Background: an optimization exercise with open tools, aiming at small area, a short achievable clock period and few clock cycles per item. Do not read the settings as production practice. Where RTL was checked, it was by simulation tests only, not by an equivalence proof against the original. Function not checked in run 1: the RTL went through the layout flow alone.

==> flow/design.v, too long to show whole: its modules and the start of the top module <==
// module dnn_fa: 11 lines
// module dnn_ha: 9 lines
// module dnn_bpp: 10 lines
// module dnn_addn: 7 lines
// module dnn_pp3: 11 lines
// module dnn_pp2: 9 lines
// module dnn_pp3p: 11 lines
// module dnn_pp2p: 9 lines
// module configurable_dnn_accelerator: 2729 lines
module configurable_dnn_accelerator (
    input clk,
    input rst_n,
    input start,
    input load_params,
    input [7:0] param_data,
    input [3:0] param_addr,       
    input param_valid,
    input [7:0] input_data_0,
    input [7:0] input_data_1,
    input [7:0] input_data_2,
    input [7:0] input_data_3,
    output [15:0] output_data_0,
    output [15:0] output_data_1,
    output reg done,
    output reg valid,
    output reg params_loaded
);
  // ...
==> flow/flow/run.sh <==
#!/bin/bash
# Layout: the standard flow (standard.sh, unchanged synthesis, floorplan,
# power grid, placement, CTS and routing), with one change: the port buffers
# that global placement inserts are sky130_fd_sc_hd__buf_4 cells.  Left to
# itself buffer_ports picks clkdlybuf4s50_1, a delay cell, and the timing
# repair (footprint-matched on sky130hd) cannot swap it for a faster buffer.
# Every input and output port still gets its buffer.
set -euo pipefail
export BUFFER_PORTS_ARGS="-buffer_cell sky130_fd_sc_hd__buf_4"
bash standard.sh > standard.log 2>&1
==> flow/standard.sh <==
#!/bin/bash
# synth_recipe.tcl (not shown) runs the flow's synth.tcl, then flattens the netlist and writes it again
# the make line also repeats each setting of config.mk as NAME=value (left out here)
make -C /OpenROAD-flow-scripts/flow DESIGN_CONFIG=/design/flow/config.mk WORK_HOME=/design/flow/orfs CLKGATE_MAP_FILE= SYNTH_SCRIPT=/design/flow/synth_recipe.tcl "${@:-finish}"
==> flow/config.mk <==
export PLATFORM = sky130hd
export DESIGN_NAME = configurable_dnn_accelerator
export DESIGN_NICKNAME = configurable_dnn_accelerator
export VERILOG_FILES = /design/flow/design.v
export SDC_FILE = /design/flow/constraint.sdc
export NUM_CORES = 4
export LEC_CHECK = 0
export ABC_CLOCK_PERIOD_IN_PS = 6000
export CAP_MARGIN = 20
export CORE_MARGIN = 2
export CORE_UTILIZATION = 40
export SETUP_SLACK_MARGIN = 1.0
export SLEW_MARGIN = 20
export SYNTH_HIERARCHICAL = 1
==> flow/constraint.sdc <==
create_clock -name core_clock -period 9.0 [get_ports {clk}]
set_input_delay 1.8000 -clock core_clock [delete_from_list [all_inputs] [get_ports {clk}]]
set_output_delay 1.8000 -clock core_clock [all_outputs]
set_load 0.01 [all_outputs]
==> results.toml, run 1 <==
[status]
outcome = "no timing/DRC/antenna violations"

[place]
dp_cells = 4327
io_buffers = 79
dpl.hpwl_um = 98800

[logic_synthesis]
synth_edf_count = 249
async_flop_share = 0.0311
ys_ff_latch = 257
synthFlopType = "edfxtp_1"
muxShareOfSynthArea = 0.00111
synth-xor-area-share = 0.0240
yosysTopAreaCell = "fa_1"
synth_most_common_cell = "fa_1"

[hold_path]
min_from = "p[19][7]"

[cells_and_area]
fillers = 8396
layout.comb_gates.multi_input = 2538
largest_cell_class = "multi-input gates"
num-nonclk-buffers = 272
multi_input_area_share = 0.692
final_common_cell = "fa_1"

[drt]
routed_wl_um = 128000
antenna_left = 0

[timing]
skew_ns = 0.0430
max_freq_mhz = 127

[global_routing]
grt_use_met2 = 0.413
antenna_found_initial = 4
grt-ovfl-total = 0

[clocking]
insertion_delay_ns = 0.57
postCtsResizedCells = 28

[critical_path]
path_depth = 19
cp.required_ns = 7.20
path_cells = "buf_4 > buf_6 > buf_4 > nand2_1 > fa_1 > fa_1 > fa_1 > fa_1 > fa_1 > fa_1 > fa_1 > ha_2 > a21oi_2 > o21bai_1 > nand3_1 > nand2_1 > a41oi_2 > xnor2_1 > buf_4"

[floorplanning]
initial_core_util = 0.405
die_y_um = 309
==> inputs of run 2 (changes only) <==
--- a/flow/design.v
+++ b/flow/design.v
@@ -18,23 +18,6 @@
     assign s  = a ^ b;
     assign co = a & b;
 endmodule
-module dnn_bpp (
-    input  a,
-    input  b,
-    input  one,
-    input  two,
-    input  neg,
-    output y
-);
-    assign y = ~(((a & one) | (b & two)) ^ neg);
-endmodule
-module dnn_addn (
-    input  [15:0] a,
-    input  [15:0] b,
-    output [15:0] y
-);
-    assign y = ~(a + b);
-endmodule
 module dnn_pp3 (
     input  a1,
     input  b1,
@@ -46,35 +29,6 @@
 );
     assign y = ~((a1 & b1) | (a2 & b2) | (a3 & b3));
 endmodule
-module dnn_pp2 (
-    input  a1,
-    input  b1,
-    input  a2,
-    input  b2,
-    output y
-);
-    assign y = ~((a1 & b1) | (a2 & b2));
-endmodule
-module dnn_pp3p (
-    input  a1,
-    input  b1,
-    input  a2,
-    input  b2,
-    input  a3,
-    input  b3,
-    output y
-);
-    assign y = (a1 & b1) | (a2 & b2) | (a3 & b3);
-endmodule
-module dnn_pp2p (
-    input  a1,
-    input  b1,
-    input  a2,
-    input  b2,
-    output y
-);
-    assign y = (a1 & b1) | (a2 & b2);
-endmodule
 module configurable_dnn_accelerator (
     input clk,
     input rst_n,
@@ -125,21 +79,6 @@
             bcarry <= bsum[8];
         end
     end
-    wire [9:0] triple = {{2{param_data[7]}}, param_data} + {param_data[7], param_data, 1'b0};
-    reg  [9:0] t2_0, t2_1, t2_2, t2_3, t2_4, t2_5;
-    always @(posedge clk) begin
-        if (shift) begin
-            case (load_cnt)
-                5'd12: t2_0 <= triple;
-                5'd13: t2_1 <= triple;
-                5'd14: t2_2 <= triple;
-                5'd15: t2_3 <= triple;
-                5'd16: t2_4 <= triple;
-                5'd17: t2_5 <= triple;
-                default: ;
-            endcase
-        end
-    end
     wire go = start & params_loaded & ~loading & ~load_params;
     always @(posedge clk or negedge rst_n) begin
         if (!rst_n) begin
@@ -268,7 +207,7 @@
     wire [9:0] t1_10 = {{2{w1_10[7]}}, w1_10} + {w1_10[7], w1_10, 1'b0};    
     wire [9:0] t1_11 = {{2{w1_11[7]}}, w1_11} + {w1_11[7], w1_11, 1'b0};    
     wire acc0_p1;
-    dnn_pp2 uacc0_p1 (.a1(x0_d0_s1), .b1(w1_0[0]), .a2(x0_d0_s3), .b2(t1_0[0]), .y(acc0_p1));
+    assign acc0_p1 = ~((x0_d0_s1 & w1_0[0]) | (x0_d0_s3 & t1_0[0]));
     wire acc0_p2;
     dnn_pp3 uacc0_p2 (.a1(x0_d0_s1), .b1(w1_0[1]), .a2(x0_d0_s2), .b2(w1_0[0]), .a3(x0_d0_s3), .b3(t1_0[1]), .y(acc0_p2));
     wire acc0_p3;
@@ -286,7 +225,7 @@
     wire acc0_p9;
     dnn_pp3 uacc0_p9 (.a1(x0_d0_s1), .b1(w1_0[7]), .a2(x0_d0_s2), .b2(w1_0[7]), .a3(x0_d0_s3), .b3(t1_0[8]), .y(acc0_p9));
     wire acc0_p10;
-    dnn_pp2 uacc0_p10 (.a1(x0_d1_s1), .b1(w1_0[0]), .a2(x0_d1_s3), .b2(t1_0[0]), .y(acc0_p10));
+    assign acc0_p10 = ~((x0_d1_s1 & w1_0[0]) | (x0_d1_s3 & t1_0[0]));
     wire acc0_p11;
     dnn_pp3 uacc0_p11 (.a1(x0_d1_s1), .b1(w1_0[1]), .a2(x0_d1_s2), .b2(w1_0[0]), .a3(x0_d1_s3), .b3(t1_0[1]), .y(acc0_p11));
     wire acc0_p12;
@@ -304,7 +243,7 @@
     wire acc0_p18;
     dnn_pp3 uacc0_p18 (.a1(x0_d1_s1), .b1(w1_0[7]), .a2(x0_d1_s2), .b2(w1_0[7]), .a3(x0_d1_s3), .b3(t1_0[8]), .y(acc0_p18));
     wire acc0_p19;
-    dnn_pp2 uacc0_p19 (.a1(x0_d2_s1), .b1(w1_0[0]), .a2(x0_d2_s3), .b2(t1_0[0]), .y(acc0_p19));
+    assign acc0_p19 = ~((x0_d2_s1 & w1_0[0]) | (x0_d2_s3 & t1_0[0]));
     wire acc0_p20;
     dnn_pp3 uacc0_p20 (.a1(x0_d2_s1), .b1(w1_0[1]), .a2(x0_d2_s2), .b2(w1_0[0]), .a3(x0_d2_s3), .b3(t1_0[1]), .y(acc0_p20));
     wire acc0_p21;
@@ -322,7 +261,7 @@
     wire acc0_p27;
     dnn_pp3 uacc0_p27 (.a1(x0_d2_s1), .b1(w1_0[7]), .a2(x0_d2_s2), .b2(w1_0[7]), .a3(x0_d2_s3), .b3(t1_0[8]), .y(acc0_p27));
     wire acc0_p28;
-    dnn_pp2 uacc0_p28 (.a1(x0_d3_s1), .b1(w1_0[0]), .a2(x0_d3_s3), .b2(t1_0[0]), .y(acc0_p28));
+    assign acc0_p28 = ~((x0_d3_s1 & w1_0[0]) | (x0_d3_s3 & t1_0[0]));
     wire acc0_p29;
     dnn_pp3 uacc0_p29 (.a1(x0_d3_s1), .b1(w1_0[1]), .a2(x0_d3_s2), .b2(w1_0[0]), .a3(x0_d3_s3), .b3(t1_0[1]), .y(acc0_p29));
     wire acc0_p30;
@@ -340,7 +279,7 @@
     wire acc0_p36;
     dnn_pp3 uacc0_p36 (.a1(x0_d3_s1), .b1(w1_0[7]), .a2(x0_d3_s2), .b2(w1_0[7]), .a3(x0_d3_s3), .b3(t1_0[8]), .y(acc0_p36));
     wire acc0_p37;
-    dnn_pp2 uacc0_p37 (.a1(x1_d0_s1), .b1(w1_1[0]), .a2(x1_d0_s3), .b2(t1_1[0]), .y(acc0_p37));
+    assign acc0_p37 = ~((x1_d0_s1 & w1_1[0]) | (x1_d0_s3 & t1_1[0]));
     wire acc0_p38;
     dnn_pp3 uacc0_p38 (.a1(x1_d0_s1), .b1(w1_1[1]), .a2(x1_d0_s2), .b2(w1_1[0]), .a3(x1_d0_s3), .b3(t1_1[1]), .y(acc0_p38));
     wire acc0_p39;
@@ -358,7 +297,7 @@
     wire acc0_p45;
     dnn_pp3 uacc0_p45 (.a1(x1_d0_s1), .b1(w1_1[7]), .a2(x1_d0_s2), .b2(w1_1[7]), .a3(x1_d0_s3), .b3(t1_1[8]), .y(acc0_p45));
     wire acc0_p46;
-    dnn_pp2 uacc0_p46 (.a1(x1_d1_s1), .b1(w1_1[0]), .a2(x1_d1_s3), .b2(t1_1[0]), .y(acc0_p46));
+    assign acc0_p46 = ~((x1_d1_s1 & w1_1[0]) | (x1_d1_s3 & t1_1[0]));
     wire acc0_p47;
     dnn_pp3 uacc0_p47 (.a1(x1_d1_s1), .b1(w1_1[1]), .a2(x1_d1_s2), .b2(w1_1[0]), .a3(x1_d1_s3), .b3(t1_1[1]), .y(acc0_p47));
     wire acc0_p48;
@@ -376,7 +315,7 @@
     wire acc0_p54;
     dnn_pp3 uacc0_p54 (.a1(x1_d1_s1), .b1(w1_1[7]), .a2(x1_d1_s2), .b2(w1_1[7]), .a3(x1_d1_s3), .b3(t1_1[8]), .y(acc0_p54));
     wire acc0_p55;
-    dnn_pp2 uacc0_p55 (.a1(x1_d2_s1), .b1(w1_1[0]), .a2(x1_d2_s3), .b2(t1_1[0]), .y(acc0_p55));
+    assign acc0_p55 = ~((x1_d2_s1 & w1_1[0]) | (x1_d2_s3 & t1_1[0]));
     wire acc0_p56;
     dnn_pp3 uacc0_p56 (.a1(x1_d2_s1), .b1(w1_1[1]), .a2(x1_d2_s2), .b2(w1_1[0]), .a3(x1_d2_s3), .b3(t1_1[1]), .y(acc0_p56));
     wire acc0_p57;
@@ -394,7 +333,7 @@
     wire acc0_p63;
     dnn_pp3 uacc0_p63 (.a1(x1_d2_s1), .b1(w1_1[7]), .a2(x1_d2_s2), .b2(w1_1[7]), .a3(x1_d2_s3), .b3(t1_1[8]), .y(acc0_p63));
     wire acc0_p64;
-    dnn_pp2 uacc0_p64 (.a1(x1_d3_s1), .b1(w1_1[0]), .a2(x1_d3_s3), .b2(t1_1[0]), .y(acc0_p64));
+    assign acc0_p64 = ~((x1_d3_s1 & w1_1[0]) | (x1_d3_s3 & t1_1[0]));
     wire acc0_p65;
     dnn_pp3 uacc0_p65 (.a1(x1_d3_s1), .b1(w1_1[1]), .a2(x1_d3_s2), .b2(w1_1[0]), .a3(x1_d3_s3), .b3(t1_1[1]), .y(acc0_p65));
     wire acc0_p66;
@@ -412,7 +351,7 @@
     wire acc0_p72;
     dnn_pp3 uacc0_p72 (.a1(x1_d3_s1), .b1(w1_1[7]), .a2(x1_d3_s2), .b2(w1_1[7]), .a3(x1_d3_s3), .b3(t1_1[8]), .y(acc0_p72));
     wire acc0_p73;
-    dnn_pp2 uacc0_p73 (.a1(x2_d0_s1), .b1(w1_2[0]), .a2(x2_d0_s3), .b2(t1_2[0]), .y(acc0_p73));
+    assign acc0_p73 = ~((x2_d0_s1 & w1_2[0]) | (x2_d0_s3 & t1_2[0]));
     wire acc0_p74;
     dnn_pp3 uacc0_p74 (.a1(x2_d0_s1), .b1(w1_2[1]), .a2(x2_d0_s2), .b2(w1_2[0]), .a3(x2_d0_s3), .b3(t1_2[1]), .y(acc0_p74));
     wire acc0_p75;
@@ -430,7 +369,7 @@
     wire acc0_p81;
     dnn_pp3 uacc0_p81 (.a1(x2_d0_s1), .b1(w1_2[7]), .a2(x2_d0_s2), .b2(w1_2[7]), .a3(x2_d0_s3), .b3(t1_2[8]), .y(acc0_p81));
     wire acc0_p82;
-    dnn_pp2 uacc0_p82 (.a1(x2_d1_s1), .b1(w1_2[0]), .a2(x2_d1_s3), .b2(t1_2[0]), .y(acc0_p82));
+    assign acc0_p82 = ~((x2_d1_s1 & w1_2[0]) | (x2_d1_s3 & t1_2[0]));
     wire acc0_p83;
     dnn_pp3 uacc0_p83 (.a1(x2_d1_s1), .b1(w1_2[1]), .a2(x2_d1_s2), .b2(w1_2[0]), .a3(x2_d1_s3), .b3(t1_2[1]), .y(acc0_p83));
     wire acc0_p84;
@@ -448,7 +387,7 @@
     wire acc0_p90;
     dnn_pp3 uacc0_p90 (.a1(x2_d1_s1), .b1(w1_2[7]), .a2(x2_d1_s2), .b2(w1_2[7]), .a3(x2_d1_s3), .b3(t1_2[8]), .y(acc0_p90));
     wire acc0_p91;
-    dnn_pp2 uacc0_p91 (.a1(x2_d2_s1), .b1(w1_2[0]), .a2(x2_d2_s3), .b2(t1_2[0]), .y(acc0_p91));
+    assign acc0_p91 = ~((x2_d2_s1 & w1_2[0]) | (x2_d2_s3 & t1_2[0]));
     wire acc0_p92;
     dnn_pp3 uacc0_p92 (.a1(x2_d2_s1), .b1(w1_2[1]), .a2(x2_d2_s2), .b2(w1_2[0]), .a3(x2_d2_s3), .b3(t1_2[1]), .y(acc0_p92));
     wire acc0_p93;
@@ -466,7 +405,7 @@
     wire acc0_p99;
     dnn_pp3 uacc0_p99 (.a1(x2_d2_s1), .b1(w1_2[7]), .a2(x2_d2_s2), .b2(w1_2[7]), .a3(x2_d2_s3), .b3(t1_2[8]), .y(acc0_p99));
     wire acc0_p100;
-    dnn_pp2 uacc0_p100 (.a1(x2_d3_s1), .b1(w1_2[0]), .a2(x2_d3_s3), .b2(t1_2[0]), .y(acc0_p100));
+    assign acc0_p100 = ~((x2_d3_s1 & w1_2[0]) | (x2_d3_s3 & t1_2[0]));
     wire acc0_p101;
     dnn_pp3 uacc0_p101 (.a1(x2_d3_s1), .b1(w1_2[1]), .a2(x2_d3_s2), .b2(w1_2[0]), .a3(x2_d3_s3), .b3(t1_2[1]), .y(acc0_p101));
     wire acc0_p102;
@@ -484,7 +423,7 @@
     wire acc0_p108;
     dnn_pp3 uacc0_p108 (.a1(x2_d3_s1), .b1(w1_2[7]), .a2(x2_d3_s2), .b2(w1_2[7]), .a3(x2_d3_s3), .b3(t1_2[8]), .y(acc0_p108));
     wire acc0_p109;
-    dnn_pp2 uacc0_p109 (.a1(x3_d0_s1), .b1(w1_3[0]), .a2(x3_d0_s3), .b2(t1_3[0]), .y(acc0_p109));
+    assign acc0_p109 = ~((x3_d0_s1 & w1_3[0]) | (x3_d0_s3 & t1_3[0]));
     wire acc0_p110;
     dnn_pp3 uacc0_p110 (.a1(x3_d0_s1), .b1(w1_3[1]), .a2(x3_d0_s2), .b2(w1_3[0]), .a3(x3_d0_s3), .b3(t1_3[1]), .y(acc0_p110));
     wire acc0_p111;
@@ -502,7 +441,7 @@
     wire acc0_p117;
     dnn_pp3 uacc0_p117 (.a1(x3_d0_s1), .b1(w1_3[7]), .a2(x3_d0_s2), .b2(w1_3[7]), .a3(x3_d0_s3), .b3(t1_3[8]), .y(acc0_p117));
     wire acc0_p118;
-    dnn_pp2 uacc0_p118 (.a1(x3_d1_s1), .b1(w1_3[0]), .a2(x3_d1_s3), .b2(t1_3[0]), .y(acc0_p118));
+    assign acc0_p118 = ~((x3_d1_s1 & w1_3[0]) | (x3_d1_s3 & t1_3[0]));
     wire acc0_p119;
     dnn_pp3 uacc0_p119 (.a1(x3_d1_s1), .b1(w1_3[1]), .a2(x3_d1_s2), .b2(w1_3[0]), .a3(x3_d1_s3), .b3(t1_3[1]), .y(acc0_p119));
     wire acc0_p120;
@@ -520,7 +459,7 @@
     wire acc0_p126;
     dnn_pp3 uacc0_p126 (.a1(x3_d1_s1), .b1(w1_3[7]), .a2(x3_d1_s2), .b2(w1_3[7]), .a3(x3_d1_s3), .b3(t1_3[8]), .y(acc0_p126));
     wire acc0_p127;
-    dnn_pp2 uacc0_p127 (.a1(x3_d2_s1), .b1(w1_3[0]), .a2(x3_d2_s3), .b2(t1_3[0]), .y(acc0_p127));
+    assign acc0_p127 = ~((x3_d2_s1 & w1_3[0]) | (x3_d2_s3 & t1_3[0]));
     wire acc0_p128;
     dnn_pp3 uacc0_p128 (.a1(x3_d2_s1), .b1(w1_3[1]), .a2(x3_d2_s2), .b2(w1_3[0]), .a3(x3_d2_s3), .b3(t1_3[1]), .y(acc0_p128));
     wire acc0_p129;
@@ -538,7 +477,7 @@
     wire acc0_p135;
     dnn_pp3 uacc0_p135 (.a1(x3_d2_s1), .b1(w1_3[7]), .a2(x3_d2_s2), .b2(w1_3[7]), .a3(x3_d2_s3), .b3(t1_3[8]), .y(acc0_p135));
     wire acc0_p136;
-    dnn_pp2 uacc0_p136 (.a1(x3_d3_s1), .b1(w1_3[0]), .a2(x3_d3_s3), .b2(t1_3[0]), .y(acc0_p136));
+    assign acc0_p136 = ~((x3_d3_s1 & w1_3[0]) | (x3_d3_s3 & t1_3[0]));
     wire acc0_p137;
     dnn_pp3 uacc0_p137 (.a1(x3_d3_s1), .b1(w1_3[1]), .a2(x3_d3_s2), .b2(w1_3[0]), .a3(x3_d3_s3), .b3(t1_3[1]), .y(acc0_p137));
     wire acc0_p138;
@@ -859,7 +798,7 @@
     wire [15:0] acc0_rb = {acc0_c442, acc0_c440, acc0_c438, acc0_c436, acc0_s435, acc0_s433, acc0_s431, acc0_s429, acc0_s427, acc0_s425, acc0_s423, acc0_s421, acc0_s419, acc0_s417, acc0_s415, acc0_s413};
     wire [15:0] acc0 = ~(acc0_ra + acc0_rb);
     wire acc1_p445;
-    dnn_pp2 uacc1_p445 (.a1(x0_d0_s1), .b1(w1_4[0]), .a2(x0_d0_s3), .b2(t1_4[0]), .y(acc1_p445));
+    assign acc1_p445 = ~((x0_d0_s1 & w1_4[0]) | (x0_d0_s3 & t1_4[0]));
     wire acc1_p446;
     dnn_pp3 uacc1_p446 (.a1(x0_d0_s1), .b1(w1_4[1]), .a2(x0_d0_s2), .b2(w1_4[0]), .a3(x0_d0_s3), .b3(t1_4[1]), .y(acc1_p446));
     wire acc1_p447;
@@ -877,7 +816,7 @@
     wire acc1_p453;
     dnn_pp3 uacc1_p453 (.a1(x0_d0_s1), .b1(w1_4[7]), .a2(x0_d0_s2), .b2(w1_4[7]), .a3(x0_d0_s3), .b3(t1_4[8]), .y(acc1_p453));
     wire acc1_p454;
-    dnn_pp2 uacc1_p454 (.a1(x0_d1_s1), .b1(w1_4[0]), .a2(x0_d1_s3), .b2(t1_4[0]), .y(acc1_p454));
+    assign acc1_p454 = ~((x0_d1_s1 & w1_4[0]) | (x0_d1_s3 & t1_4[0]));
     wire acc1_p455;
     dnn_pp3 uacc1_p455 (.a1(x0_d1_s1), .b1(w1_4[1]), .a2(x0_d1_s2), .b2(w1_4[0]), .a3(x0_d1_s3), .b3(t1_4[1]), .y(acc1_p455));
     wire acc1_p456;
@@ -895,7 +834,7 @@
     wire acc1_p462;
     dnn_pp3 uacc1_p462 (.a1(x0_d1_s1), .b1(w1_4[7]), .a2(x0_d1_s2), .b2(w1_4[7]), .a3(x0_d1_s3), .b3(t1_4[8]), .y(acc1_p462));
     wire acc1_p463;
-    dnn_pp2 uacc1_p463 (.a1(x0_d2_s1), .b1(w1_4[0]), .a2(x0_d2_s3), .b2(t1_4[0]), .y(acc1_p463));
+    assign acc1_p463 = ~((x0_d2_s1 & w1_4[0]) | (x0_d2_s3 & t1_4[0]));
     wire acc1_p464;
     dnn_pp3 uacc1_p464 (.a1(x0_d2_s1), .b1(w1_4[1]), .a2(x0_d2_s2), .b2(w1_4[0]), .a3(x0_d2_s3), .b3(t1_4[1]), .y(acc1_p464));
     wire acc1_p465;
@@ -913,7 +852,7 @@
     wire acc1_p471;
     dnn_pp3 uacc1_p471 (.a1(x0_d2_s1), .b1(w1_4[7]), .a2(x0_d2_s2), .b2(w1_4[7]), .a3(x0_d2_s3), .b3(t1_4[8]), .y(acc1_p471));
     wire acc1_p472;
-    dnn_pp2 uacc1_p472 (.a1(x0_d3_s1), .b1(w1_4[0]), .a2(x0_d3_s3), .b2(t1_4[0]), .y(acc1_p472));
+    assign acc1_p472 = ~((x0_d3_s1 & w1_4[0]) | (x0_d3_s3 & t1_4[0]));
     wire acc1_p473;
     dnn_pp3 uacc1_p473 (.a1(x0_d3_s1), .b1(w1_4[1]), .a2(x0_d3_s2), .b2(w1_4[0]), .a3(x0_d3_s3), .b3(t1_4[1]), .y(acc1_p473));
     wire acc1_p474;
@@ -931,7 +870,7 @@
     wire acc1_p480;
     dnn_pp3 uacc1_p480 (.a1(x0_d3_s1), .b1(w1_4[7]), .a2(x0_d3_s2), .b2(w1_4[7]), .a3(x0_d3_s3), .b3(t1_4[8]), .y(acc1_p480));
     wire acc1_p481;
-    dnn_pp2 uacc1_p481 (.a1(x1_d0_s1), .b1(w1_5[0]), .a2(x1_d0_s3), .b2(t1_5[0]), .y(acc1_p481));
+    assign acc1_p481 = ~((x1_d0_s1 & w1_5[0]) | (x1_d0_s3 & t1_5[0]));
     wire acc1_p482;
     dnn_pp3 uacc1_p482 (.a1(x1_d0_s1), .b1(w1_5[1]), .a2(x1_d0_s2), .b2(w1_5[0]), .a3(x1_d0_s3), .b3(t1_5[1]), .y(acc1_p482));
     wire acc1_p483;
@@ -949,7 +888,7 @@
     wire acc1_p489;
     dnn_pp3 uacc1_p489 (.a1(x1_d0_s1), .b1(w1_5[7]), .a2(x1_d0_s2), .b2(w1_5[7]), .a3(x1_d0_s3), .b3(t1_5[8]), .y(acc1_p489));
     wire acc1_p490;
-    dnn_pp2 uacc1_p490 (.a1(x1_d1_s1), .b1(w1_5[0]), .a2(x1_d1_s3), .b2(t1_5[0]), .y(acc1_p490));
+    assign acc1_p490 = ~((x1_d1_s1 & w1_5[0]) | (x1_d1_s3 & t1_5[0]));
     wire acc1_p491;
     dnn_pp3 uacc1_p491 (.a1(x1_d1_s1), .b1(w1_5[1]), .a2(x1_d1_s2), .b2(w1_5[0]), .a3(x1_d1_s3), .b3(t1_5[1]), .y(acc1_p491));
     wire acc1_p492;
@@ -967,7 +906,7 @@
     wire acc1_p498;
     dnn_pp3 uacc1_p498 (.a1(x1_d1_s1), .b1(w1_5[7]), .a2(x1_d1_s2), .b2(w1_5[7]), .a3(x1_d1_s3), .b3(t1_5[8]), .y(acc1_p498));
     wire acc1_p499;
-    dnn_pp2 uacc1_p499 (.a1(x1_d2_s1), .b1(w1_5[0]), .a2(x1_d2_s3), .b2(t1_5[0]), .y(acc1_p499));
+    assign acc1_p499 = ~((x1_d2_s1 & w1_5[0]) | (x1_d2_s3 & t1_5[0]));
     wire acc1_p500;
     dnn_pp3 uacc1_p500 (.a1(x1_d2_s1), .b1(w1_5[1]), .a2(x1_d2_s2), .b2(w1_5[0]), .a3(x1_d2_s3), .b3(t1_5[1]), .y(acc1_p500));
     wire acc1_p501;
@@ -985,7 +924,7 @@
     wire acc1_p507;
     dnn_pp3 uacc1_p507 (.a1(x1_d2_s1), .b1(w1_5[7]), .a2(x1_d2_s2), .b2(w1_5[7]), .a3(x1_d2_s3), .b3(t1_5[8]), .y(acc1_p507));
     wire acc1_p508;
-    dnn_pp2 uacc1_p508 (.a1(x1_d3_s1), .b1(w1_5[0]), .a2(x1_d3_s3), .b2(t1_5[0]), .y(acc1_p508));
+    assign acc1_p508 = ~((x1_d3_s1 & w1_5[0]) | (x1_d3_s3 & t1_5[0]));
     wire acc1_p509;
     dnn_pp3 uacc1_p509 (.a1(x1_d3_s1), .b1(w1_5[1]), .a2(x1_d3_s2), .b2(w1_5[0]), .a3(x1_d3_s3), .b3(t1_5[1]), .y(acc1_p509));
     wire acc1_p510;
@@ -1003,7 +942,7 @@
     wire acc1_p516;
     dnn_pp3 uacc1_p516 (.a1(x1_d3_s1), .b1(w1_5[7]), .a2(x1_d3_s2), .b2(w1_5[7]), .a3(x1_d3_s3), .b3(t1_5[8]), .y(acc1_p516));
     wire acc1_p517;
-    dnn_pp2 uacc1_p517 (.a1(x2_d0_s1), .b1(w1_6[0]), .a2(x2_d0_s3), .b2(t1_6[0]), .y(acc1_p517));
+    assign acc1_p517 = ~((x2_d0_s1 & w1_6[0]) | (x2_d0_s3 & t1_6[0]));
     wire acc1_p518;
     dnn_pp3 uacc1_p518 (.a1(x2_d0_s1), .b1(w1_6[1]), .a2(x2_d0_s2), .b2(w1_6[0]), .a3(x2_d0_s3), .b3(t1_6[1]), .y(acc1_p518));
     wire acc1_p519;
@@ -1021,7 +960,7 @@
     wire acc1_p525;
     dnn_pp3 uacc1_p525 (.a1(x2_d0_s1), .b1(w1_6[7]), .a2(x2_d0_s2), .b2(w1_6[7]), .a3(x2_d0_s3), .b3(t1_6[8]), .y(acc1_p525));
     wire acc1_p526;
-    dnn_pp2 uacc1_p526 (.a1(x2_d1_s1), .b1(w1_6[0]), .a2(x2_d1_s3), .b2(t1_6[0]), .y(acc1_p526));
+    assign acc1_p526 = ~((x2_d1_s1 & w1_6[0]) | (x2_d1_s3 & t1_6[0]));
     wire acc1_p527;
     dnn_pp3 uacc1_p527 (.a1(x2_d1_s1), .b1(w1_6[1]), .a2(x2_d1_s2), .b2(w1_6[0]), .a3(x2_d1_s3), .b3(t1_6[1]), .y(acc1_p527));
     wire acc1_p528;
@@ -1039,7 +978,7 @@
     wire acc1_p534;
     dnn_pp3 uacc1_p534 (.a1(x2_d1_s1), .b1(w1_6[7]), .a2(x2_d1_s2), .b2(w1_6[7]), .a3(x2_d1_s3), .b3(t1_6[8]), .y(acc1_p534));
     wire acc1_p535;
-    dnn_pp2 uacc1_p535 (.a1(x2_d2_s1), .b1(w1_6[0]), .a2(x2_d2_s3), .b2(t1_6[0]), .y(acc1_p535));
+    assign acc1_p535 = ~((x2_d2_s1 & w1_6[0]) | (x2_d2_s3 & t1_6[0]));
     wire acc1_p536;
     dnn_pp3 uacc1_p536 (.a1(x2_d2_s1), .b1(w1_6[1]), .a2(x2_d2_s2), .b2(w1_6[0]), .a3(x2_d2_s3), .b3(t1_6[1]), .y(acc1_p536));
     wire acc1_p537;
@@ -1057,7 +996,7 @@
     wire acc1_p543;
     dnn_pp3 uacc1_p543 (.a1(x2_d2_s1), .b1(w1_6[7]), .a2(x2_d2_s2), .b2(w1_6[7]), .a3(x2_d2_s3), .b3(t1_6[8]), .y(acc1_p543));
     wire acc1_p544;
-    dnn_pp2 uacc1_p544 (.a1(x2_d3_s1), .b1(w1_6[0]), .a2(x2_d3_s3), .b2(t1_6[0]), .y(acc1_p544));
+    assign acc1_p544 = ~((x2_d3_s1 & w1_6[0]) | (x2_d3_s3 & t1_6[0]));
     wire acc1_p545;
     dnn_pp3 uacc1_p545 (.a1(x2_d3_s1), .b1(w1_6[1]), .a2(x2_d3_s2), .b2(w1_6[0]), .a3(x2_d3_s3), .b3(t1_6[1]), .y(acc1_p545));
     wire acc1_p546;
@@ -1075,7 +1014,7 @@
     wire acc1_p552;
     dnn_pp3 uacc1_p552 (.a1(x2_d3_s1), .b1(w1_6[7]), .a2(x2_d3_s2), .b2(w1_6[7]), .a3(x2_d3_s3), .b3(t1_6[8]), .y(acc1_p552));
     wire acc1_p553;
-    dnn_pp2 uacc1_p553 (.a1(x3_d0_s1), .b1(w1_7[0]), .a2(x3_d0_s3), .b2(t1_7[0]), .y(acc1_p553));
+    assign acc1_p553 = ~((x3_d0_s1 & w1_7[0]) | (x3_d0_s3 & t1_7[0]));
     wire acc1_p554;
     dnn_pp3 uacc1_p554 (.a1(x3_d0_s1), .b1(w1_7[1]), .a2(x3_d0_s2), .b2(w1_7[0]), .a3(x3_d0_s3), .b3(t1_7[1]), .y(acc1_p554));
     wire acc1_p555;
@@ -1093,7 +1032,7 @@
     wire acc1_p561;
     dnn_pp3 uacc1_p561 (.a1(x3_d0_s1), .b1(w1_7[7]), .a2(x3_d0_s2), .b2(w1_7[7]), .a3(x3_d0_s3), .b3(t1_7[8]), .y(acc1_p561));
     wire acc1_p562;
-    dnn_pp2 uacc1_p562 (.a1(x3_d1_s1), .b1(w1_7[0]), .a2(x3_d1_s3), .b2(t1_7[0]), .y(acc1_p562));
+    assign acc1_p562 = ~((x3_d1_s1 & w1_7[0]) | (x3_d1_s3 & t1_7[0]));
     wire acc1_p563;
     dnn_pp3 uacc1_p563 (.a1(x3_d1_s1), .b1(w1_7[1]), .a2(x3_d1_s2), .b2(w1_7[0]), .a3(x3_d1_s3), .b3(t1_7[1]), .y(acc1_p563));
     wire acc1_p564;
@@ -1111,7 +1050,7 @@
     wire acc1_p570;
     dnn_pp3 uacc1_p570 (.a1(x3_d1_s1), .b1(w1_7[7]), .a2(x3_d1_s2), .b2(w1_7[7]), .a3(x3_d1_s3), .b3(t1_7[8]), .y(acc1_p570));
     wire acc1_p571;
-    dnn_pp2 uacc1_p571 (.a1(x3_d2_s1), .b1(w1_7[0]), .a2(x3_d2_s3), .b2(t1_7[0]), .y(acc1_p571));
+    assign acc1_p571 = ~((x3_d2_s1 & w1_7[0]) | (x3_d2_s3 & t1_7[0]));
     wire acc1_p572;
     dnn_pp3 uacc1_p572 (.a1(x3_d2_s1), .b1(w1_7[1]), .a2(x3_d2_s2), .b2(w1_7[0]), .a3(x3_d2_s3), .b3(t1_7[1]), .y(acc1_p572));
     wire acc1_p573;
@@ -1129,7 +1068,7 @@
     wire acc1_p579;
     dnn_pp3 uacc1_p579 (.a1(x3_d2_s1), .b1(w1_7[7]), .a2(x3_d2_s2), .b2(w1_7[7]), .a3(x3_d2_s3), .b3(t1_7[8]), .y(acc1_p579));
     wire acc1_p580;
-    dnn_pp2 uacc1_p580 (.a1(x3_d3_s1), .b1(w1_7[0]), .a2(x3_d3_s3), .b2(t1_7[0]), .y(acc1_p580));
+    assign acc1_p580 = ~((x3_d3_s1 & w1_7[0]) | (x3_d3_s3 & t1_7[0]));
     wire acc1_p581;
     dnn_pp3 uacc1_p581 (.a1(x3_d3_s1), .b1(w1_7[1]), .a2(x3_d3_s2), .b2(w1_7[0]), .a3(x3_d3_s3), .b3(t1_7[1]), .y(acc1_p581));
     wire acc1_p582;
@@ -1450,7 +1389,7 @@
     wire [15:0] acc1_rb = {acc1_c886, acc1_c884, acc1_c882, acc1_c880, acc1_s879, acc1_s877, acc1_s875, acc1_s873, acc1_s871, acc1_s869, acc1_s867, acc1_s865, acc1_s863, acc1_s861, acc1_s859, acc1_s857};
     wire [15:0] acc1 = ~(acc1_ra + acc1_rb);
     wire acc2_p889;
-    dnn_pp2 uacc2_p889 (.a1(x0_d0_s1), .b1(w1_8[0]), .a2(x0_d0_s3), .b2(t1_8[0]), .y(acc2_p889));
+    assign acc2_p889 = ~((x0_d0_s1 & w1_8[0]) | (x0_d0_s3 & t1_8[0]));
     wire acc2_p890;
     dnn_pp3 uacc2_p890 (.a1(x0_d0_s1), .b1(w1_8[1]), .a2(x0_d0_s2), .b2(w1_8[0]), .a3(x0_d0_s3), .b3(t1_8[1]), .y(acc2_p890));
     wire acc2_p891;
@@ -1468,7 +1407,7 @@
     wire acc2_p897;
     dnn_pp3 uacc2_p897 (.a1(x0_d0_s1), .b1(w1_8[7]), .a2(x0_d0_s2), .b2(w1_8[7]), .a3(x0_d0_s3), .b3(t1_8[8]), .y(acc2_p897));
     wire acc2_p898;
-    dnn_pp2 uacc2_p898 (.a1(x0_d1_s1), .b1(w1_8[0]), .a2(x0_d1_s3), .b2(t1_8[0]), .y(acc2_p898));
+    assign acc2_p898 = ~((x0_d1_s1 & w1_8[0]) | (x0_d1_s3 & t1_8[0]));
     wire acc2_p899;
     dnn_pp3 uacc2_p899 (.a1(x0_d1_s1), .b1(w1_8[1]), .a2(x0_d1_s2), .b2(w1_8[0]), .a3(x0_d1_s3), .b3(t1_8[1]), .y(acc2_p899));
     wire acc2_p900;
@@ -1486,7 +1425,7 @@
     wire acc2_p906;
     dnn_pp3 uacc2_p906 (.a1(x0_d1_s1), .b1(w1_8[7]), .a2(x0_d1_s2), .b2(w1_8[7]), .a3(x0_d1_s3), .b3(t1_8[8]), .y(acc2_p906));
     wire acc2_p907;
-    dnn_pp2 uacc2_p907 (.a1(x0_d2_s1), .b1(w1_8[0]), .a2(x0_d2_s3), .b2(t1_8[0]), .y(acc2_p907));
+    assign acc2_p907 = ~((x0_d2_s1 & w1_8[0]) | (x0_d2_s3 & t1_8[0]));
     wire acc2_p908;
     dnn_pp3 uacc2_p908 (.a1(x0_d2_s1), .b1(w1_8[1]), .a2(x0_d2_s2), .b2(w1_8[0]), .a3(x0_d2_s3), .b3(t1_8[1]), .y(acc2_p908));
     wire acc2_p909;
@@ -1504,7 +1443,7 @@
     wire acc2_p915;
     dnn_pp3 uacc2_p915 (.a1(x0_d2_s1), .b1(w1_8[7]), .a2(x0_d2_s2), .b2(w1_8[7]), .a3(x0_d2_s3), .b3(t1_8[8]), .y(acc2_p915));
     wire acc2_p916;
-    dnn_pp2 uacc2_p916 (.a1(x0_d3_s1), .b1(w1_8[0]), .a2(x0_d3_s3), .b2(t1_8[0]), .y(acc2_p916));
+    assign acc2_p916 = ~((x0_d3_s1 & w1_8[0]) | (x0_d3_s3 & t1_8[0]));
     wire acc2_p917;
     dnn_pp3 uacc2_p917 (.a1(x0_d3_s1), .b1(w1_8[1]), .a2(x0_d3_s2), .b2(w1_8[0]), .a3(x0_d3_s3), .b3(t1_8[1]), .y(acc2_p917));
     wire acc2_p918;
@@ -1522,7 +1461,7 @@
     wire acc2_p924;
     dnn_pp3 uacc2_p924 (.a1(x0_d3_s1), .b1(w1_8[7]), .a2(x0_d3_s2), .b2(w1_8[7]), .a3(x0_d3_s3), .b3(t1_8[8]), .y(acc2_p924));
     wire acc2_p925;
-    dnn_pp2 uacc2_p925 (.a1(x1_d0_s1), .b1(w1_9[0]), .a2(x1_d0_s3), .b2(t1_9[0]), .y(acc2_p925));
+    assign acc2_p925 = ~((x1_d0_s1 & w1_9[0]) | (x1_d0_s3 & t1_9[0]));
     wire acc2_p926;
     dnn_pp3 uacc2_p926 (.a1(x1_d0_s1), .b1(w1_9[1]), .a2(x1_d0_s2), .b2(w1_9[0]), .a3(x1_d0_s3), .b3(t1_9[1]), .y(acc2_p926));
     wire acc2_p927;
@@ -1540,7 +1479,7 @@
     wire acc2_p933;
     dnn_pp3 uacc2_p933 (.a1(x1_d0_s1), .b1(w1_9[7]), .a2(x1_d0_s2), .b2(w1_9[7]), .a3(x1_d0_s3), .b3(t1_9[8]), .y(acc2_p933));
     wire acc2_p934;
-    dnn_pp2 uacc2_p934 (.a1(x1_d1_s1), .b1(w1_9[0]), .a2(x1_d1_s3), .b2(t1_9[0]), .y(acc2_p934));
+    assign acc2_p934 = ~((x1_d1_s1 & w1_9[0]) | (x1_d1_s3 & t1_9[0]));
     wire acc2_p935;
     dnn_pp3 uacc2_p935 (.a1(x1_d1_s1), .b1(w1_9[1]), .a2(x1_d1_s2), .b2(w1_9[0]), .a3(x1_d1_s3), .b3(t1_9[1]), .y(acc2_p935));
     wire acc2_p936;
@@ -1558,7 +1497,7 @@
     wire acc2_p942;
     dnn_pp3 uacc2_p942 (.a1(x1_d1_s1), .b1(w1_9[7]), .a2(x1_d1_s2), .b2(w1_9[7]), .a3(x1_d1_s3), .b3(t1_9[8]), .y(acc2_p942));
     wire acc2_p943;
-    dnn_pp2 uacc2_p943 (.a1(x1_d2_s1), .b1(w1_9[0]), .a2(x1_d2_s3), .b2(t1_9[0]), .y(acc2_p943));
+    assign acc2_p943 = ~((x1_d2_s1 & w1_9[0]) | (x1_d2_s3 & t1_9[0]));
     wire acc2_p944;
     dnn_pp3 uacc2_p944 (.a1(x1_d2_s1), .b1(w1_9[1]), .a2(x1_d2_s2), .b2(w1_9[0]), .a3(x1_d2_s3), .b3(t1_9[1]), .y(acc2_p944));
     wire acc2_p945;
@@ -1576,7 +1515,7 @@
     wire acc2_p951;
     dnn_pp3 uacc2_p951 (.a1(x1_d2_s1), .b1(w1_9[7]), .a2(x1_d2_s2), .b2(w1_9[7]), .a3(x1_d2_s3), .b3(t1_9[8]), .y(acc2_p951));
     wire acc2_p952;
-    dnn_pp2 uacc2_p952 (.a1(x1_d3_s1), .b1(w1_9[0]), .a2(x1_d3_s3), .b2(t1_9[0]), .y(acc2_p952));
+    assign acc2_p952 = ~((x1_d3_s1 & w1_9[0]) | (x1_d3_s3 & t1_9[0]));
     wire acc2_p953;
     dnn_pp3 uacc2_p953 (.a1(x1_d3_s1), .b1(w1_9[1]), .a2(x1_d3_s2), .b2(w1_9[0]), .a3(x1_d3_s3), .b3(t1_9[1]), .y(acc2_p953));
     wire acc2_p954;
@@ -1594,7 +1533,7 @@
     wire acc2_p960;
     dnn_pp3 uacc2_p960 (.a1(x1_d3_s1), .b1(w1_9[7]), .a2(x1_d3_s2), .b2(w1_9[7]), .a3(x1_d3_s3), .b3(t1_9[8]), .y(acc2_p960));
     wire acc2_p961;
-    dnn_pp2 uacc2_p961 (.a1(x2_d0_s1), .b1(w1_10[0]), .a2(x2_d0_s3), .b2(t1_10[0]), .y(acc2_p961));
+    assign acc2_p961 = ~((x2_d0_s1 & w1_10[0]) | (x2_d0_s3 & t1_10[0]));
     wire acc2_p962;
     dnn_pp3 uacc2_p962 (.a1(x2_d0_s1), .b1(w1_10[1]), .a2(x2_d0_s2), .b2(w1_10[0]), .a3(x2_d0_s3), .b3(t1_10[1]), .y(acc2_p962));
     wire acc2_p963;
@@ -1612,7 +1551,7 @@
     wire acc2_p969;
     dnn_pp3 uacc2_p969 (.a1(x2_d0_s1), .b1(w1_10[7]), .a2(x2_d0_s2), .b2(w1_10[7]), .a3(x2_d0_s3), .b3(t1_10[8]), .y(acc2_p969));
     wire acc2_p970;
-    dnn_pp2 uacc2_p970 (.a1(x2_d1_s1), .b1(w1_10[0]), .a2(x2_d1_s3), .b2(t1_10[0]), .y(acc2_p970));
+    assign acc2_p970 = ~((x2_d1_s1 & w1_10[0]) | (x2_d1_s3 & t1_10[0]));
     wire acc2_p971;
     dnn_pp3 uacc2_p971 (.a1(x2_d1_s1), .b1(w1_10[1]), .a2(x2_d1_s2), .b2(w1_10[0]), .a3(x2_d1_s3), .b3(t1_10[1]), .y(acc2_p971));
     wire acc2_p972;
@@ -1630,7 +1569,7 @@
     wire acc2_p978;
     dnn_pp3 uacc2_p978 (.a1(x2_d1_s1), .b1(w1_10[7]), .a2(x2_d1_s2), .b2(w1_10[7]), .a3(x2_d1_s3), .b3(t1_10[8]), .y(acc2_p978));
     wire acc2_p979;
-    dnn_pp2 uacc2_p979 (.a1(x2_d2_s1), .b1(w1_10[0]), .a2(x2_d2_s3), .b2(t1_10[0]), .y(acc2_p979));
+    assign acc2_p979 = ~((x2_d2_s1 & w1_10[0]) | (x2_d2_s3 & t1_10[0]));
     wire acc2_p980;
     dnn_pp3 uacc2_p980 (.a1(x2_d2_s1), .b1(w1_10[1]), .a2(x2_d2_s2), .b2(w1_10[0]), .a3(x2_d2_s3), .b3(t1_10[1]), .y(acc2_p980));
     wire acc2_p981;
@@ -1648,7 +1587,7 @@
     wire acc2_p987;
     dnn_pp3 uacc2_p987 (.a1(x2_d2_s1), .b1(w1_10[7]), .a2(x2_d2_s2), .b2(w1_10[7]), .a3(x2_d2_s3), .b3(t1_10[8]), .y(acc2_p987));
     wire acc2_p988;
-    dnn_pp2 uacc2_p988 (.a1(x2_d3_s1), .b1(w1_10[0]), .a2(x2_d3_s3), .b2(t1_10[0]), .y(acc2_p988));
+    assign acc2_p988 = ~((x2_d3_s1 & w1_10[0]) | (x2_d3_s3 & t1_10[0]));
     wire acc2_p989;
     dnn_pp3 uacc2_p989 (.a1(x2_d3_s1), .b1(w1_10[1]), .a2(x2_d3_s2), .b2(w1_10[0]), .a3(x2_d3_s3), .b3(t1_10[1]), .y(acc2_p989));
     wire acc2_p990;
@@ -1666,7 +1605,7 @@
     wire acc2_p996;
     dnn_pp3 uacc2_p996 (.a1(x2_d3_s1), .b1(w1_10[7]), .a2(x2_d3_s2), .b2(w1_10[7]), .a3(x2_d3_s3), .b3(t1_10[8]), .y(acc2_p996));
     wire acc2_p997;
-    dnn_pp2 uacc2_p997 (.a1(x3_d0_s1), .b1(w1_11[0]), .a2(x3_d0_s3), .b2(t1_11[0]), .y(acc2_p997));
+    assign acc2_p997 = ~((x3_d0_s1 & w1_11[0]) | (x3_d0_s3 & t1_11[0]));
     wire acc2_p998;
     dnn_pp3 uacc2_p998 (.a1(x3_d0_s1), .b1(w1_11[1]), .a2(x3_d0_s2), .b2(w1_11[0]), .a3(x3_d0_s3), .b3(t1_11[1]), .y(acc2_p998));
     wire acc2_p999;
@@ -1684,7 +1623,7 @@
     wire acc2_p1005;
     dnn_pp3 uacc2_p1005 (.a1(x3_d0_s1), .b1(w1_11[7]), .a2(x3_d0_s2), .b2(w1_11[7]), .a3(x3_d0_s3), .b3(t1_11[8]), .y(acc2_p1005));
     wire acc2_p1006;
-    dnn_pp2 uacc2_p1006 (.a1(x3_d1_s1), .b1(w1_11[0]), .a2(x3_d1_s3), .b2(t1_11[0]), .y(acc2_p1006));
+    assign acc2_p1006 = ~((x3_d1_s1 & w1_11[0]) | (x3_d1_s3 & t1_11[0]));
     wire acc2_p1007;
     dnn_pp3 uacc2_p1007 (.a1(x3_d1_s1), .b1(w1_11[1]), .a2(x3_d1_s2), .b2(w1_11[0]), .a3(x3_d1_s3), .b3(t1_11[1]), .y(acc2_p1007));
     wire acc2_p1008;
@@ -1702,7 +1641,7 @@
     wire acc2_p1014;
     dnn_pp3 uacc2_p1014 (.a1(x3_d1_s1), .b1(w1_11[7]), .a2(x3_d1_s2), .b2(w1_11[7]), .a3(x3_d1_s3), .b3(t1_11[8]), .y(acc2_p1014));
     wire acc2_p1015;
-    dnn_pp2 uacc2_p1015 (.a1(x3_d2_s1), .b1(w1_11[0]), .a2(x3_d2_s3), .b2(t1_11[0]), .y(acc2_p1015));
+    assign acc2_p1015 = ~((x3_d2_s1 & w1_11[0]) | (x3_d2_s3 & t1_11[0]));
     wire acc2_p1016;
     dnn_pp3 uacc2_p1016 (.a1(x3_d2_s1), .b1(w1_11[1]), .a2(x3_d2_s2), .b2(w1_11[0]), .a3(x3_d2_s3), .b3(t1_11[1]), .y(acc2_p1016));
     wire acc2_p1017;
@@ -1720,7 +1659,7 @@
     wire acc2_p1023;
     dnn_pp3 uacc2_p1023 (.a1(x3_d2_s1), .b1(w1_11[7]), .a2(x3_d2_s2), .b2(w1_11[7]), .a3(x3_d2_s3), .b3(t1_11[8]), .y(acc2_p1023));
     wire acc2_p1024;
-    dnn_pp2 uacc2_p1024 (.a1(x3_d3_s1), .b1(w1_11[0]), .a2(x3_d3_s3), .b2(t1_11[0]), .y(acc2_p1024));
+    assign acc2_p1024 = ~((x3_d3_s1 & w1_11[0]) | (x3_d3_s3 & t1_11[0]));
     wire acc2_p1025;
     dnn_pp3 uacc2_p1025 (.a1(x3_d3_s1), .b1(w1_11[1]), .a2(x3_d3_s2), .b2(w1_11[0]), .a3(x3_d3_s3), .b3(t1_11[1]), .y(acc2_p1025));
     wire acc2_p1026;
==> run 2 against run 1 <==
  * Register-to-register slack worse by 0.07 ns
  * Via count rose by 0.53%
  * Fmax rose by 0.85%
  * Largest cell class unchanged
  * Area after synthesis decreased by 0.87%
  * Critical path type unchanged
  * Design area decreased by 1.1%
==> results.toml, run 2 <==
[clocking]
cts_buffers = 34
cts.clk_slew.worst_paths_ns = 0.08
htree_levels = 2
insertion_delay_ns = 0.59
cts_tree = "done"
cts_sinks = 257
cts_buffer_depth = 3
cts_root_buf = "clkbuf_16"

[logic_synthesis]
yosysTopAreaCell = "fa_1"
postSynthAreaPerCell_um2 = 12.4
yosys-top-cells-area = "fa_1, edfxtp_1, a222oi_1, ha_1, nand2_1"
ys_ff_latch = 257
synth_most_common_cell = "fa_1"
async_flop_share = 0.0311
synth_edf_count = 249
synth_top_area_frac = 0.424
syn_nets = 4029
synth-seq-area-share = 0.208
synth_cell_types = 60
synthFlopType = "edfxtp_1"
synth_common_cells = "fa_1, nand2_1, a222oi_1"
netlist_instances = 2975
syn-cell-area_um2 = 36900
ys_warn_count = 8

[critical_path]
cpPeakStageDelay_ns = 0.58
startpoint_type = "flip-flop"
path_cells = "buf_6 > and2_1 > fa_2 > fa_1 > fa_1 > fa_1 > fa_2 > fa_1 > fa_1 > ha_4 > a41oi_1 > o21ai_1 > a31oi_2 > o21bai_2 > a221oi_2 > xnor2_1 > buf_4"
critical_path_buf_inv_count = 2
path_class = "reg2out"
crit_top_cell = "fa_1"
cp.arrival_ns = 6.00
cp_top_family = "adder cells"
worst_setup_path_end_kind = "output port"
critPathSlowestCell = "fa_1"
path_depth = 17
ff2ff_path_depth = 23
cp.required_ns = 7.20
worstPathMaxFanout = 6

[global_routing]
grt-ovfl-total = 0
antenna_found_initial = 2
grt.total_usage = 0.283
grt_pass1_wl_um = 198000
grt_pass1_vias = 30100
grt_start_max_net_pins = 127

[cells_and_area]
final_common_cell = "fa_1"
area_growth_pct = 13.4
layout-drive-gt1-share = 0.124
final_area_um2 = 41800
largest_reg_flops = 224
final_nets = 4273
instances_no_fill = 4432
layout.core_utilization = 0.457
fillers = 8360
top_register = "p"
final_cell_mix = "fa_1, nand2_1, a222oi_1"

[place]
dpl.hpwl_um = 101000
dpl-instance-area_um2 = 39400
io_buffers = 79
dp_cells = 4251
place_ws_ns = 0.799
place_congestion = 0.980

[drt]
wl_per_cell_um = 29.9
dr_wl_met2_um = 57600
highest_layer = "met5"
drc = 0
drtPass1Iterations = 17
met3_length_um = 18200
dr.first_iter.drc_count = 6796
avgViaCountPerCell = 6.57
vias = 29100
antenna_left = 0
met1_length_um = 49700
routed_wl_um = 132000

[floorplanning]
dieArea_um2 = 94600
initial_core_util = 0.403
row_count = 111
ios = 84
die_y_um = 308
die_w_um = 308
fp.coreArea_um2 = 91500

[run]
maxCapViolations = 0

[timing]
tns_ns = 0
min_period_ns = 7.80
hold_violations = 0
slew_violations = 0
layout_worst_path_cycle_share = 0.867
max_slew_margin = 0.172
skew_ns = 0.0404
worstMarginPinSlew_ns = 1.24
timing.hold.ws_ns = 0.468
worst_slack_ns = 1.20
max_freq_mhz = 128
rsz0062_at_grt = "no"
setup_violations = 0

[status]
outcome = "no timing/DRC/antenna violations"

[hold_path]
min_path_type = "reg2reg"
holdPathStages = 0
## run 2: cell types whose count changed in the layout (fill, tap and decap cells not counted), moves of 7 or more
cell	delta
a21o_1	+11
a22oi_2	-48
nor2_1	-17
inv_1	-8
nand2_1	+42
buf_4	+15
buf_6	-8
nand3_1	-7
## run 2: cells by family after synthesis
group	after synthesis	synth area share
AO/OA/AOI/OAI	689	0.156
AND/OR/NAND/NOR	754	0.0941
XOR/XNOR	102	0.0242
buffers and inverters	167	0.0172
adder cells (fa/ha/maj)	1005	0.500
flip-flops	257	0.208
multiplexers	1	0.000271
## run 2: timing repair
| action | CTS | global route |
|---|---|---|
| endpoints found under the setup margin | 11 | 19 |
| hold buffers | 0 | 0 |
| gates resized for setup | 4 | 35 |
| pin swaps | 0 | 15 |
| buffers inserted | 90 | 28 |
## run 2: layout make-up
cell class / count / area [um2] / share of cell area
diodes: 1 / 2.50 / 0.0000599
repair buffers: 280 / 2300 / 0.0550
multi-input cells: 2551 / 28800 / 0.689
well taps: 1186 / 1480 / 0.0355
flip-flops and latches: 257 / 7680 / 0.184
clock buffers: 37 / 862 / 0.0206
clock inverters: 25 / 290 / 0.00694
inverters: 95 / 364 / 0.00871
## run 2: layer usage
layer | track usage | up-vias
li1 | - | 11800
met5 | 0 | -
met2 | 0.426 | 2200
met1 | 0.381 | 14700
met3 | 0.0837 | 363
met4 | 0.121 | 4
## run 2: path summary, 6_finish.rpt
path | start | end | slack (ns)
max | h0[0] | output_data_0[15] | 1.20
min | p[24][2] | p[23][2] | 0.47
max reg2reg | p[5][1] | h1[2] | 1.36
min reg2reg | p[24][2] | p[23][2] | 0.47
max in group asynchronous | rst_n | load_cnt[1] | 7.82
min in group asynchronous | rst_n | load_cnt[4] | 1.05
## run 2: modules after synthesis (local to each module, per instance)
module | cell area, um2 | flops+latches | cells inside
dnn_pp3 | 10.0 | 0 | 1
configurable_dnn_accelerator | 17000 | 257 | 1767
dnn_fa | 20.0 | 0 | 1
dnn_ha | 12.5 | 0 | 1
Testbench counts of run 2, summed over its fixed seeds: cycles 1,016, inferences 512.
==> inputs of run 3 (changes only) <==
--- a/flow/config.mk
+++ b/flow/config.mk
@@ -9,6 +9,6 @@
 export CAP_MARGIN = 20
 export CORE_MARGIN = 2
 export CORE_UTILIZATION = 40
-export SETUP_SLACK_MARGIN = 1.0
+export SETUP_SLACK_MARGIN = 1.5
 export SLEW_MARGIN = 20
 export SYNTH_HIERARCHICAL = 1
==> run 3 against run 2 <==
  * Sequential cell count did not move
  * Global-route usage rose by 0.17 points
  * Design area rose by 3.1%
  * Synthesized cell count unchanged
  * Register-to-register slack better by 0.36 ns
  * Via count rose by 1.5%
  * Largest cell class unchanged
==> results.toml, run 3 <==
[drt]
wl_per_cell_um = 29.6
vias = 29600
avgViaCountPerCell = 6.52
drc = 0
antenna_left = 0
dr_wl_met2_um = 57600
met1_length_um = 49500
drtPass1Iterations = 15
dr.first_iter.drc_count = 6778
routed_wl_um = 134000
highest_layer = "met5"
met3_length_um = 19300

[cells_and_area]
final_area_um2 = 43100
instances_no_fill = 4534
area_growth_pct = 16.9
final_common_cell = "fa_1"
layout-drive-gt1-share = 0.173
top_register = "p"
final_nets = 4376
largest_reg_flops = 224
final_cell_mix = "fa_1, nand2_1, a222oi_1"
fillers = 8196
layout.core_utilization = 0.471

[floorplanning]
dieArea_um2 = 94600
initial_core_util = 0.403
die_y_um = 308
die_w_um = 308
row_count = 111
ios = 84
fp.coreArea_um2 = 91500

[clocking]
cts_root_buf = "clkbuf_16"
htree_levels = 2
ctsHoldBuffers = 0
cts_tree = "done"
insertion_delay_ns = 0.57
cts.clk_slew.worst_paths_ns = 0.06
cts_sinks = 257
cts_buffers = 35
cts_buffer_depth = 3

[logic_synthesis]
synthFlopType = "edfxtp_1"
synth_edf_count = 249
synth_compound_area_frac = 0.156
async_flop_share = 0.0311
synth_cell_types = 60
muxShareOfSynthArea = 0.000271
syn-cell-area_um2 = 36900
synth_top_family_by_area = "adder cells"
netlist_instances = 2975
syn_nets = 4029
synth_most_common_cell = "fa_1"
synth-xor-area-share = 0.0242
postSynthAreaPerCell_um2 = 12.4
synth-seq-area-share = 0.208
ys_warn_count = 8
synth_top_area_frac = 0.424
yosys-top-cells-area = "fa_1, edfxtp_1, a222oi_1, ha_1, nand2_1"
yosysTopAreaCell = "fa_1"
synth_common_cells = "fa_1, nand2_1, a222oi_1"
synthAdderAreaFrac = 0.500
synth_simple_gate_area_frac = 0.0941
ys_ff_latch = 257

[timing]
max_freq_mhz = 130
worst_slack_ns = 1.28
rsz0062_at_grt = "yes"
max_slew_margin = 0.314
slew_violations = 0
layout_worst_path_cycle_share = 0.857
skew_ns = 0.0330
min_period_ns = 7.72
setup_violations = 0
tns_ns = 0
hold_violations = 0
timing.hold.ws_ns = 0.490
worstMarginPinSlew_ns = 1.02

[global_routing]
antenna_found_initial = 4
grt.total_usage = 0.285
grt_pass1_wl_um = 198000
grt_pass1_vias = 30400
grt-ovfl-total = 0
grt_start_max_net_pins = 132

[place]
dpl.hpwl_um = 101000
dp_cells = 4260
place_ws_ns = 0.750
dpl-instance-area_um2 = 39500
io_buffers = 79
place_congestion = 0.983

[critical_path]
worstPathMaxFanout = 6
worst_setup_path_end_kind = "output port"
startpoint_type = "flip-flop"
cp.arrival_ns = 5.92
cp.required_ns = 7.20
path_class = "reg2out"

[run]
maxCapViolations = 0

[hold_path]
min_path_type = "reg2reg"

[status]
outcome = "no timing/DRC/antenna violations"
run 3: changes by cell type in the layout (fill, tap and decap cells not counted), sizes merged:
cell	delta
bufinv	-1
clkinv	-8
buf	+102
inv	-2
clkinvlp	+4
clkbuf	+7
run 3: critical path, cell delays in order, from the launching register on:
cell and delay [ns]:
edfxtp_1 0.43, buf_4 0.18, buf_4 0.15, nand2_1 0.08, fa_1 0.44, fa_1 0.40
fa_1 0.39, fa_1 0.48, fa_1 0.56, fa_1 0.44, fa_1 0.44, ha_1 0.41
a21o_1 0.20, a21o_1 0.18, a221oi_2 0.27, xnor2_1 0.15, buf_4 0.15
run 3: worst paths after layout:
check,cells past startpoint,slack [ns],from,endpoint
max reg2reg,21,1.72,p[8][2],h2[0]
max in group asynchronous,1,7.81,rst_n,load_cnt[2]
min,0,0.49,p[21][5],p[20][5]
min reg2reg,0,0.49,p[21][5],p[20][5]
min in group asynchronous,1,1.06,rst_n,load_cnt[4]
max,16,1.28,p[12][3],output_data_0[15]
run 3: modules after synthesis, one instance, submodules excluded:
module,cells inside,copies in the design
dnn_pp3,1,384
dnn_ha,1,59
configurable_dnn_accelerator,1767,1
dnn_fa,1,765
run 3: kinds of logic after synthesis:
logic type	Yosys count
fa+ha+maj	1005
mux	1
compound gates	689
flops	257
simple gates	754
xor+xnor	102
buf+inv	167
run 3: timing repair:
item,CTS,global route
buffers inserted,146,65
setup endpoints to repair,32,38
gates resized for setup,74,86
pin swaps,42,62
cloned,0,0
run 3: area by class of cell:
type / instances / area [um2] / area share
well taps: 1186 / 1480 / 0.0344
clock buffers: 44 / 952 / 0.0221
inverters: 95 / 368 / 0.00854
flip-flops and latches: 257 / 7680 / 0.178
clock inverters: 18 / 201 / 0.00467
multi-input cells: 2551 / 29300 / 0.679
diodes: 1 / 2.50 / 0.0000581
repair buffers: 382 / 3140 / 0.0730
run 3: layer usage:
metal	vias up	track usage
met5	-	0
met4	4	0.125
met3	409	0.0860
met2	2266	0.424
met1	14900	0.384
li1	12000	-
==> inputs of run 4 (changes only) <==
--- a/flow/config.mk
+++ b/flow/config.mk
@@ -6,9 +6,9 @@
 export NUM_CORES = 4
 export LEC_CHECK = 0
 export ABC_CLOCK_PERIOD_IN_PS = 6000
-export CAP_MARGIN = 20
+export CAP_MARGIN = 0
 export CORE_MARGIN = 2
 export CORE_UTILIZATION = 40
-export SETUP_SLACK_MARGIN = 1.5
-export SLEW_MARGIN = 20
+export SETUP_SLACK_MARGIN = 1.0
+export SLEW_MARGIN = 0
 export SYNTH_HIERARCHICAL = 1
==> run 4 against run 3 <==
  * Still clean on timing, DRC and antenna
  * Via count decreased by 1.5%
  * Hold slack worse by 0.022 ns
  * Clock skew is 0.0074 ns higher
  * Synthesized cell count is the same
  * Die area stayed put
  * Cell count down 2.2%
  * Non-clock buffer count is 102 lower
  * Global-route usage down 0.17 points
  * Register-to-register slack worse by 0.36 ns
==> results.toml, run 4 <==
[clocking]
cts_buffer_depth = 3
insertion_delay_ns = 0.59
htree_levels = 2
cts_root_buf = "clkbuf_16"
cts.clk_slew.worst_paths_ns = 0.08
cts_tree = "done"
cts_buffers = 34
ctsHoldBuffers = 0
cts_sinks = 257

[critical_path]
startpoint_type = "flip-flop"
regToRegSetupSlack_ns = 1.36
crit_top_cell = "fa_1"
path_class = "reg2out"
path_cells = "buf_6 > and2_1 > fa_2 > fa_1 > fa_1 > fa_1 > fa_2 > fa_1 > fa_1 > ha_4 > a41oi_1 > o21ai_1 > a31oi_2 > o21bai_2 > a221oi_2 > xnor2_1 > buf_4"
worstPathMaxFanout = 6
cp_top_family = "adder cells"
cp.required_ns = 7.20
cp.arrival_ns = 6.00
worst_setup_path_end_kind = "output port"
cpPeakStageDelay_ns = 0.58
critPathSlowestCell = "fa_1"
critical_path_buf_inv_count = 2

[status]
outcome = "no timing/DRC/antenna violations"

[global_routing]
grt-ovfl-total = 0
grt_start_max_net_pins = 127
grt_pass1_vias = 30100
grt.total_usage = 0.283
antenna_found_initial = 2
grt_pass1_wl_um = 198000

[drt]
routed_wl_um = 132000
drtPass1Iterations = 17
avgViaCountPerCell = 6.57
drc = 0
wl_per_cell_um = 29.9
dr.first_iter.drc_count = 6796
vias = 29100
antenna_left = 0

[place]
dp_cells = 4251
io_buffers = 79
place_congestion = 0.980
place_ws_ns = 0.799
dpl.hpwl_um = 101000
dpl-instance-area_um2 = 39400

[logic_synthesis]
synth_compound_area_frac = 0.156
synthFlopType = "edfxtp_1"
syn-cell-area_um2 = 36900
synth_simple_gate_area_frac = 0.0941
muxShareOfSynthArea = 0.000271
async_flop_share = 0.0311
synth-seq-area-share = 0.208
synth_top_area_frac = 0.424
synth_most_common_cell = "fa_1"
synth_edf_count = 249
ys_warn_count = 8
synth_common_cells = "fa_1, nand2_1, a222oi_1"
ys_ff_latch = 257
yosys-top-cells-area = "fa_1, edfxtp_1, a222oi_1, ha_1, nand2_1"
synthAdderAreaFrac = 0.500
synth_cell_types = 60
syn_nets = 4029
postSynthAreaPerCell_um2 = 12.4
synth-xor-area-share = 0.0242
netlist_instances = 2975
yosysTopAreaCell = "fa_1"
synth_top_family_by_area = "adder cells"

[timing]
skew_ns = 0.0404
rsz0062_at_grt = "no"
slew_violations = 0
timing.hold.ws_ns = 0.468
worst_slack_ns = 1.20
worstMarginPinSlew_ns = 1.24
setup_violations = 0
max_freq_mhz = 128
min_period_ns = 7.80
max_slew_margin = 0.172
layout_worst_path_cycle_share = 0.867
hold_violations = 0
tns_ns = 0

[floorplanning]
initial_core_util = 0.403
row_count = 111
ios = 84
die_w_um = 308
die_y_um = 308
fp.coreArea_um2 = 91500
dieArea_um2 = 94600

[cells_and_area]
final_common_cell = "fa_1"
area_growth_pct = 13.4
fillers = 8360
layout-drive-gt1-share = 0.124
final_cell_mix = "fa_1, nand2_1, a222oi_1"
final_nets = 4273
final_area_um2 = 41800
instances_no_fill = 4432
layout.core_utilization = 0.457
top_register = "p"
largest_reg_flops = 224

[hold_path]
min_path_type = "reg2reg"

[run]
maxCapViolations = 0
run 4: final cells by class:
type                            count  area, um2  area share
Tap cell                         1186       1480      0.0355
Timing Repair Buffer              280       2300      0.0550
Multi-Input combinational cell   2551      28800       0.689
Clock buffer                       37        862      0.0206
Inverter                           95        364     0.00871
Sequential cell                   257       7680       0.184
Clock inverter                     25        290     0.00694
Antenna cell                        1       2.50   0.0000599
run 4: kinds of logic (layout without fill, tap and decap cells):
group,after synthesis,in the layout
AO/OA/AOI/OAI,689,689
flip-flops,257,257
adder cells (fa/ha/maj),1005,1005
other,0,1
AND/OR/NAND/NOR,754,754
multiplexers,1,1
buffers and inverters,167,437
XOR/XNOR,102,102
run 4: worst paths after layout:
path | from | end | depth (start not counted)
max in group asynchronous | rst_n | load_cnt[1] | 1
worst max register to register | p[5][1] | h1[2] | 23
worst min-delay path | p[24][2] | p[23][2] | 0
worst min register to register | p[24][2] | p[23][2] | 0
worst max-delay path | h0[0] | output_data_0[15] | 17
min in group asynchronous | rst_n | load_cnt[4] | 1
run 4: routing by layer:
metal | vias up | GRT usage | wire length [um]
li1 | 11800 | - | -
met1 | 14700 | 0.381 | 49700
met2 | 2200 | 0.426 | 57600
met3 | 363 | 0.0837 | 18200
met4 | 4 | 0.121 | 6850
met5 | - | 0 | 24
run 4: repair_timing:
item                       in CTS  in global routing
setup endpoints to repair      11                 19
gates resized for setup         4                 35
setup buffers                  90                 28
pin swaps                       0                 15
run 4: per-module statistics from Yosys, one instance, submodules excluded:
module                        area, um2  times used  flip-flops and latches  cells
dnn_fa                             20.0         765                       0      1
configurable_dnn_accelerator      17000           1                     257   1767
dnn_pp3                            10.0         384                       0      1
dnn_ha                             12.5          59                       0      1

[what the ideal ports hide]
How much do the figures lean on ideal ports? The routed layouts below were timed once more, with nothing changed but the port constraints. Step 1: set_driving_cell puts a clkbuf_16 on clk and a buf_2 on each other input, an assumption about the parent block. Step 2 moves the port delays by t, midway between the first and last clock arrival at a register: inputs arrive t later, outputs are due t later. That takes back most of the time a late clock gives input paths. a / b / c = no drivers / after step 1 / after step 2; a / b = the first two.
| run | shift t [ns] | setup WS [ns] | hold slack, ns | latest minus earliest clock arrival (ns) | pins driven straight from the clock port |
|---|---|---|---|---|---|
| run 1 | 0.609 | 1.133 / 1.072 / 0.949 | 0.455 / 0.455 / 0.455 | 0.045 / 0.045 | 1 |
| run 2 | 0.631 | 1.199 / 1.135 / 0.744 | 0.468 / 0.468 / 0.468 | 0.040 / 0.041 | 1 |
| run 3 | 0.617 | 1.283 / 1.219 / 1.066 | 0.490 / 0.490 / 0.490 | 0.037 / 0.037 | 1 |
| run 4 | 0.631 | 1.199 / 1.135 / 0.744 | 0.468 / 0.468 / 0.468 | 0.040 / 0.041 | 1 |
After both steps every run listed still meets setup and hold.
